Background: an optimization exercise with open tools, aiming at small area. Do not read the settings as production practice.
Only simulation tests tie the RTL to the original design; equivalence was not proved.
The clock port is modelled as an ideal driver; clocking choices that lean on that would not hold on a real chip.
Power is estimated from default activity; no workload was simulated.

rev 12:
Design whack_a_mole, start of the top module:
module whack_a_mole(
    input clk,
    input rst,
    input [7:0] sw,
    input start,
    input reset_btn,
    input difficulty_btn,
    input left,
    input down,
    output [7:0] led,
    output [7:0] seg,
    output [3:0] an,
    output speaker
    );
Size: about 140 flip-flops, roughly 36 I/O pins.
==> module display, before the edit <==
module display(
    input [3:0] digit0,
    input [3:0] digit1,
    input [3:0] digit2,
    input [3:0] digit3,
    input clk,
    input rst,
    input tick,
    input [1:0] cnt,
    input blink,
    input blink_enable,
    input enable,
    input btn,
    input difficulty,
    output [3:0] AN,
    output [7:0] seg
    );
    reg blank;
    reg [4:0] v;
    wire mode = btn & ~enable;
    wire blank_v = ~mode & blink & blink_enable;
    reg [3:0] dig;
    always @*
    begin
        case (cnt)
            2'd0: dig = digit0;
            2'd1: dig = digit1;
            2'd2: dig = digit2;
            default: dig = digit3;
        endcase
    end
    always @(posedge clk)
    begin
        if (rst)
        begin
            blank <= 1'b1;
            v <= 5'd15;
        end
        else if (tick)
        begin
            blank <= blank_v;
            if (!blank_v)
                v <= mode ? {1'b1, cnt[1], difficulty, cnt[0], 1'b0} : {1'b0, dig};
        end
    end
    wire [6:0] s;
    assign s[0] = (v[1] & v[3]) | (~v[0] & ~v[1] & v[2]) | (v[0] & ~v[1] & ~v[2] & ~v[3]);
    assign s[1] = ~((~v[2] & ~v[4]) | (v[1] & v[4]) | (~v[0] & ~v[1] & v[2] & ~v[3]) | (v[0] & v[1] & ~v[3]));
    assign s[2] = ~((v[2] & ~v[3]) | (~v[1] & ~v[4]) | (v[1] & v[4]) | (~v[2] & v[3]) | (v[0] & ~v[2]));
    assign s[3] = (~v[0] & ~v[1] & v[2]) | (v[1] & ~v[3] & v[4]) | (v[0] & v[1] & v[2]) | (v[0] & ~v[1] & ~v[2] & ~v[3]);
    assign s[4] = (v[0]) | (~v[2] & v[3] & v[4]) | (~v[1] & v[2] & ~v[4]);
    assign s[5] = (v[2] & v[3]) | (v[0] & ~v[2] & ~v[3]) | (v[1] & ~v[2] & ~v[4]);
    assign s[6] = (v[0] & v[1] & v[2]) | (~v[1] & ~v[2] & ~v[3] & ~v[4]);
    assign AN = blank ? 4'b1111 : ~(4'b1000 >> (cnt - 2'd1));
    assign seg = {1'b1, s};
endmodule
==> module konami, before the edit <==
module konami(
    input up_btn, down_btn, left_btn, right_btn, mid_btn,
    input clk,
    input rst,
    input tick,
    output reg god_mode
    );
    reg [1:0] mem;
    reg up_s, down_s, left_s, right_s;
    wire [4:0] b = {up_btn, down_btn, left_btn, right_btn, mid_btn};
    always @(posedge clk)
    begin
        if (rst)
        begin
            god_mode <= 1'b0;
            mem <= 2'd0;
            up_s <= 1'b0;
            down_s <= 1'b0;
            left_s <= 1'b0;
            right_s <= 1'b0;
        end
        else if (tick)
        begin
            case (b)
                5'b10000: up_s <= 1'b1;
                5'b01000: down_s <= 1'b1;
                5'b00100: left_s <= 1'b1;
                5'b00010: right_s <= 1'b1;
                5'b00000:
                begin
                    if (up_s)
                    begin
                        mem <= (mem == 2'b00) ? 2'b01 : 2'b00;
                        up_s <= 1'b0;
                    end
                    else if (down_s)
                    begin
                        mem <= (mem == 2'b01) ? 2'b11 : 2'b00;
                        down_s <= 1'b0;
                    end
                    else if (left_s)
                    begin
                        mem <= (mem == 2'b11) ? 2'b10 : 2'b00;
                        left_s <= 1'b0;
                    end
                    else if (right_s)
                    begin
                        if (mem == 2'b10)
                            god_mode <= ~god_mode;
                        mem <= 2'd0;
                        right_s <= 1'b0;
                    end
                end
                default: ;
            endcase
        end
    end
endmodule
Settings: LEC_CHECK=0, CAP_MARGIN=20, CORE_MARGIN=2, CORE_UTILIZATION=70, PLACE_DENSITY=0.8, SLEW_MARGIN=20; clock period 10.0 ns.
standard.sh (not shown) runs the stock make flow with config.mk's settings and CLKGATE_MAP_FILE= SYNTH_SCRIPT=/design/flow/synth_recipe.tcl, a recipe that flattens the netlist after the stock synthesis.
==> flow/flow/run.sh <==
#!/bin/bash
# Layout flow: the standard flow (standard.sh: the standard synthesis and
# ORFS steps, unchanged), with three changes to how the layout is made:
#  - the port buffers are buf_1 instead of ORFS's default choice;
#  - CTS uses clkbuf_4 (root clkbuf_8) and no dummy loads;
#  - after CTS, post_cts.tcl gives the clock buffers whose flip-flop clock
#    pins would see a slow slew a clkbuf_8 instead, and legalizes again.
# Each tool's full output goes to standard.log (and ORFS's own logs under
# orfs/logs).
set -e
export BUFFER_PORTS_ARGS="-buffer_cell sky130_fd_sc_hd__buf_1"
export CTS_ARGS="-sink_clustering_enable -repair_clock_nets -dont_use_dummy_load -root_buf sky130_fd_sc_hd__clkbuf_8 -buf_list sky130_fd_sc_hd__clkbuf_4"
export POST_CTS_TCL="$PWD/flow/post_cts.tcl"
bash standard.sh > standard.log 2>&1
==> flow/flow/post_cts.tcl <==
# After CTS: give each clock buffer that drives flip-flop clock pins with a
# slow slew the next larger clock buffer, then legalize the placement again.
proc my_fix_clock_slew { limit_ns } {
  estimate_parasitics -placement
  set changed 0
  foreach inst [get_cells clkbuf_*] {
    set cell [get_property [get_lib_cells -of_objects $inst] name]
    if { $cell != "sky130_fd_sc_hd__clkbuf_4" } { continue }
    set worst 0
    foreach pin [get_pins -of_objects [get_nets -of_objects [get_pins [get_name $inst]/X]] -filter "direction == input"] {
      set s [get_property $pin slew_max]
      if { $s > $worst } { set worst $s }
    }
    if { $worst > $limit_ns } {
      replace_cell $inst sky130_fd_sc_hd__clkbuf_8
      incr changed
    }
  }
  puts "my_fix_clock_slew: $changed clock buffers upsized"
  return $changed
}
if { [my_fix_clock_slew 0.110] > 0 } {
  detailed_placement
  check_placement -verbose
  estimate_parasitics -placement
}
Setup changes, rev 12 to rev 13
diff --git a/flow/design.v b/flow/design.v
--- a/flow/design.v
+++ b/flow/design.v
@@ -239,25 +239,25 @@
     begin
         if (rst)
         begin
             blank <= 1'b1;
-            v <= 5'd15;
+            v <= 5'd30;
         end
         else if (tick)
         begin
             blank <= blank_v;
             if (!blank_v)
-                v <= mode ? {1'b1, cnt[1], difficulty, cnt[0], 1'b0} : {1'b0, dig};
+                v <= mode ? {2'b10, difficulty, cnt} : {1'b0, dig};
         end
     end
     wire [6:0] s;
-    assign s[0] = (v[1] & v[3]) | (~v[0] & ~v[1] & v[2]) | (v[0] & ~v[1] & ~v[2] & ~v[3]);
-    assign s[1] = ~((~v[2] & ~v[4]) | (v[1] & v[4]) | (~v[0] & ~v[1] & v[2] & ~v[3]) | (v[0] & v[1] & ~v[3]));
-    assign s[2] = ~((v[2] & ~v[3]) | (~v[1] & ~v[4]) | (v[1] & v[4]) | (~v[2] & v[3]) | (v[0] & ~v[2]));
-    assign s[3] = (~v[0] & ~v[1] & v[2]) | (v[1] & ~v[3] & v[4]) | (v[0] & v[1] & v[2]) | (v[0] & ~v[1] & ~v[2] & ~v[3]);
-    assign s[4] = (v[0]) | (~v[2] & v[3] & v[4]) | (~v[1] & v[2] & ~v[4]);
-    assign s[5] = (v[2] & v[3]) | (v[0] & ~v[2] & ~v[3]) | (v[1] & ~v[2] & ~v[4]);
-    assign s[6] = (v[0] & v[1] & v[2]) | (~v[1] & ~v[2] & ~v[3] & ~v[4]);
+    assign s[0] = ~((~v[0] & ~v[2]) | (v[1] & ~v[4]) | (v[0] & ~v[1] & v[2]) | (v[3] & ~v[4]) | (~v[1] & ~v[2] & v[4]));
+    assign s[1] = ~((~v[2] & ~v[4]) | (v[0] & v[4]) | (~v[0] & ~v[1] & v[2]) | (v[0] & v[1]));
+    assign s[2] = ~((v[0]) | (~v[1] & ~v[4]) | (v[2] & ~v[4]) | (~v[1] & v[2]) | (v[1] & ~v[2] & v[4]));
+    assign s[3] = ~((~v[0] & ~v[2]) | (v[1] & ~v[2]) | (v[3] & ~v[4]) | (~v[0] & v[1] & ~v[4]) | (v[0] & v[1] & v[4]) | (v[0] & ~v[1] & v[2] & ~v[4]));
+    assign s[4] = (v[0] & ~v[4]) | (v[1] & ~v[2] & v[4]) | (v[1] & v[3]) | (~v[1] & v[2] & ~v[4]);
+    assign s[5] = (v[1] & v[2] & v[4]) | (v[1] & ~v[2] & ~v[4]) | (v[0] & ~v[2] & ~v[3] & ~v[4]);
+    assign s[6] = (~v[1] & ~v[2] & ~v[3] & ~v[4]) | (v[1] & v[3]) | (v[0] & v[1] & v[2] & ~v[4]);
     assign AN = blank ? 4'b1111 : ~(4'b1000 >> (cnt - 2'd1));
     assign seg = {1'b1, s};
 endmodule
 `timescale 1ns / 1ps
@@ -430,24 +430,24 @@
                 5'b00000:
                 begin
                     if (up_s)
                     begin
-                        mem <= (mem == 2'b00) ? 2'b01 : 2'b00;
+                        mem <= (mem == 2'd0) ? 2'd1 : 2'd0;
                         up_s <= 1'b0;
                     end
                     else if (down_s)
                     begin
-                        mem <= (mem == 2'b01) ? 2'b11 : 2'b00;
+                        mem <= (mem == 2'd1) ? 2'd2 : 2'd0;
                         down_s <= 1'b0;
                     end
                     else if (left_s)
                     begin
-                        mem <= (mem == 2'b11) ? 2'b10 : 2'b00;
+                        mem <= (mem == 2'd2) ? 2'd3 : 2'd0;
                         left_s <= 1'b0;
                     end
                     else if (right_s)
                     begin
-                        if (mem == 2'b10)
+                        if (mem == 2'd3)
                             god_mode <= ~god_mode;
                         mem <= 2'd0;
                         right_s <= 1'b0;
                     end
## What came out
Compared with rev 12, rev 13 shows a higher number of non-clock buffers. The area overhead of the layout relative to synthesis on rev 13 is in line with that on rev 12. | register-to-register setup slack | rev 12 vs rev 13 | ≈ equal |. First-iteration DRC count, rev 13 vs rev 12: up by a little under 10%. Power: rev 13 vs rev 12 up 0.0098 mW. | global-route usage | rev 13 vs rev 12 | 0.43 points higher |. Higher floorplan die height goes to rev 13 over rev 12. Synthesized area grows slightly when moving from rev 12 to rev 13. Rev 13 ended up with a lower worst setup margin than rev 12 did. The higher critical path depth came out of rev 13.

-- separate check: timing with driven ports --
How much do the figures lean on ideal ports? The routed layouts below were timed once more, with nothing changed but the port constraints. Step 1, drivers: a clkbuf_16 drives clk and a buf_2 each remaining input, both assumed. Step 2 moves the port delays by t, midway between the first and last clock arrival at a register: inputs arrive t later, outputs are due t later. That takes back most of the time a late clock gives input paths. Three values: ideal, step 1, step 2; two values: the first two.
run	t, ns	setup WS [ns]	hold WS [ns]	worst setup path at the end	slew at the worst register clock pin (ns)
rev 12	0.418	5.958 / 5.968 / 5.549	0.382 / 0.382 / 0.382	input to register	0.10 / 0.10
rev 13	0.417	5.806 / 5.811 / 5.394	0.387 / 0.387 / 0.387	input to register	0.11 / 0.11
After both steps every run listed still meets setup and hold. For rev 13, which loses most, drivers alone change the setup slack by +0.005 ns; drivers and shift together by -0.412 ns.
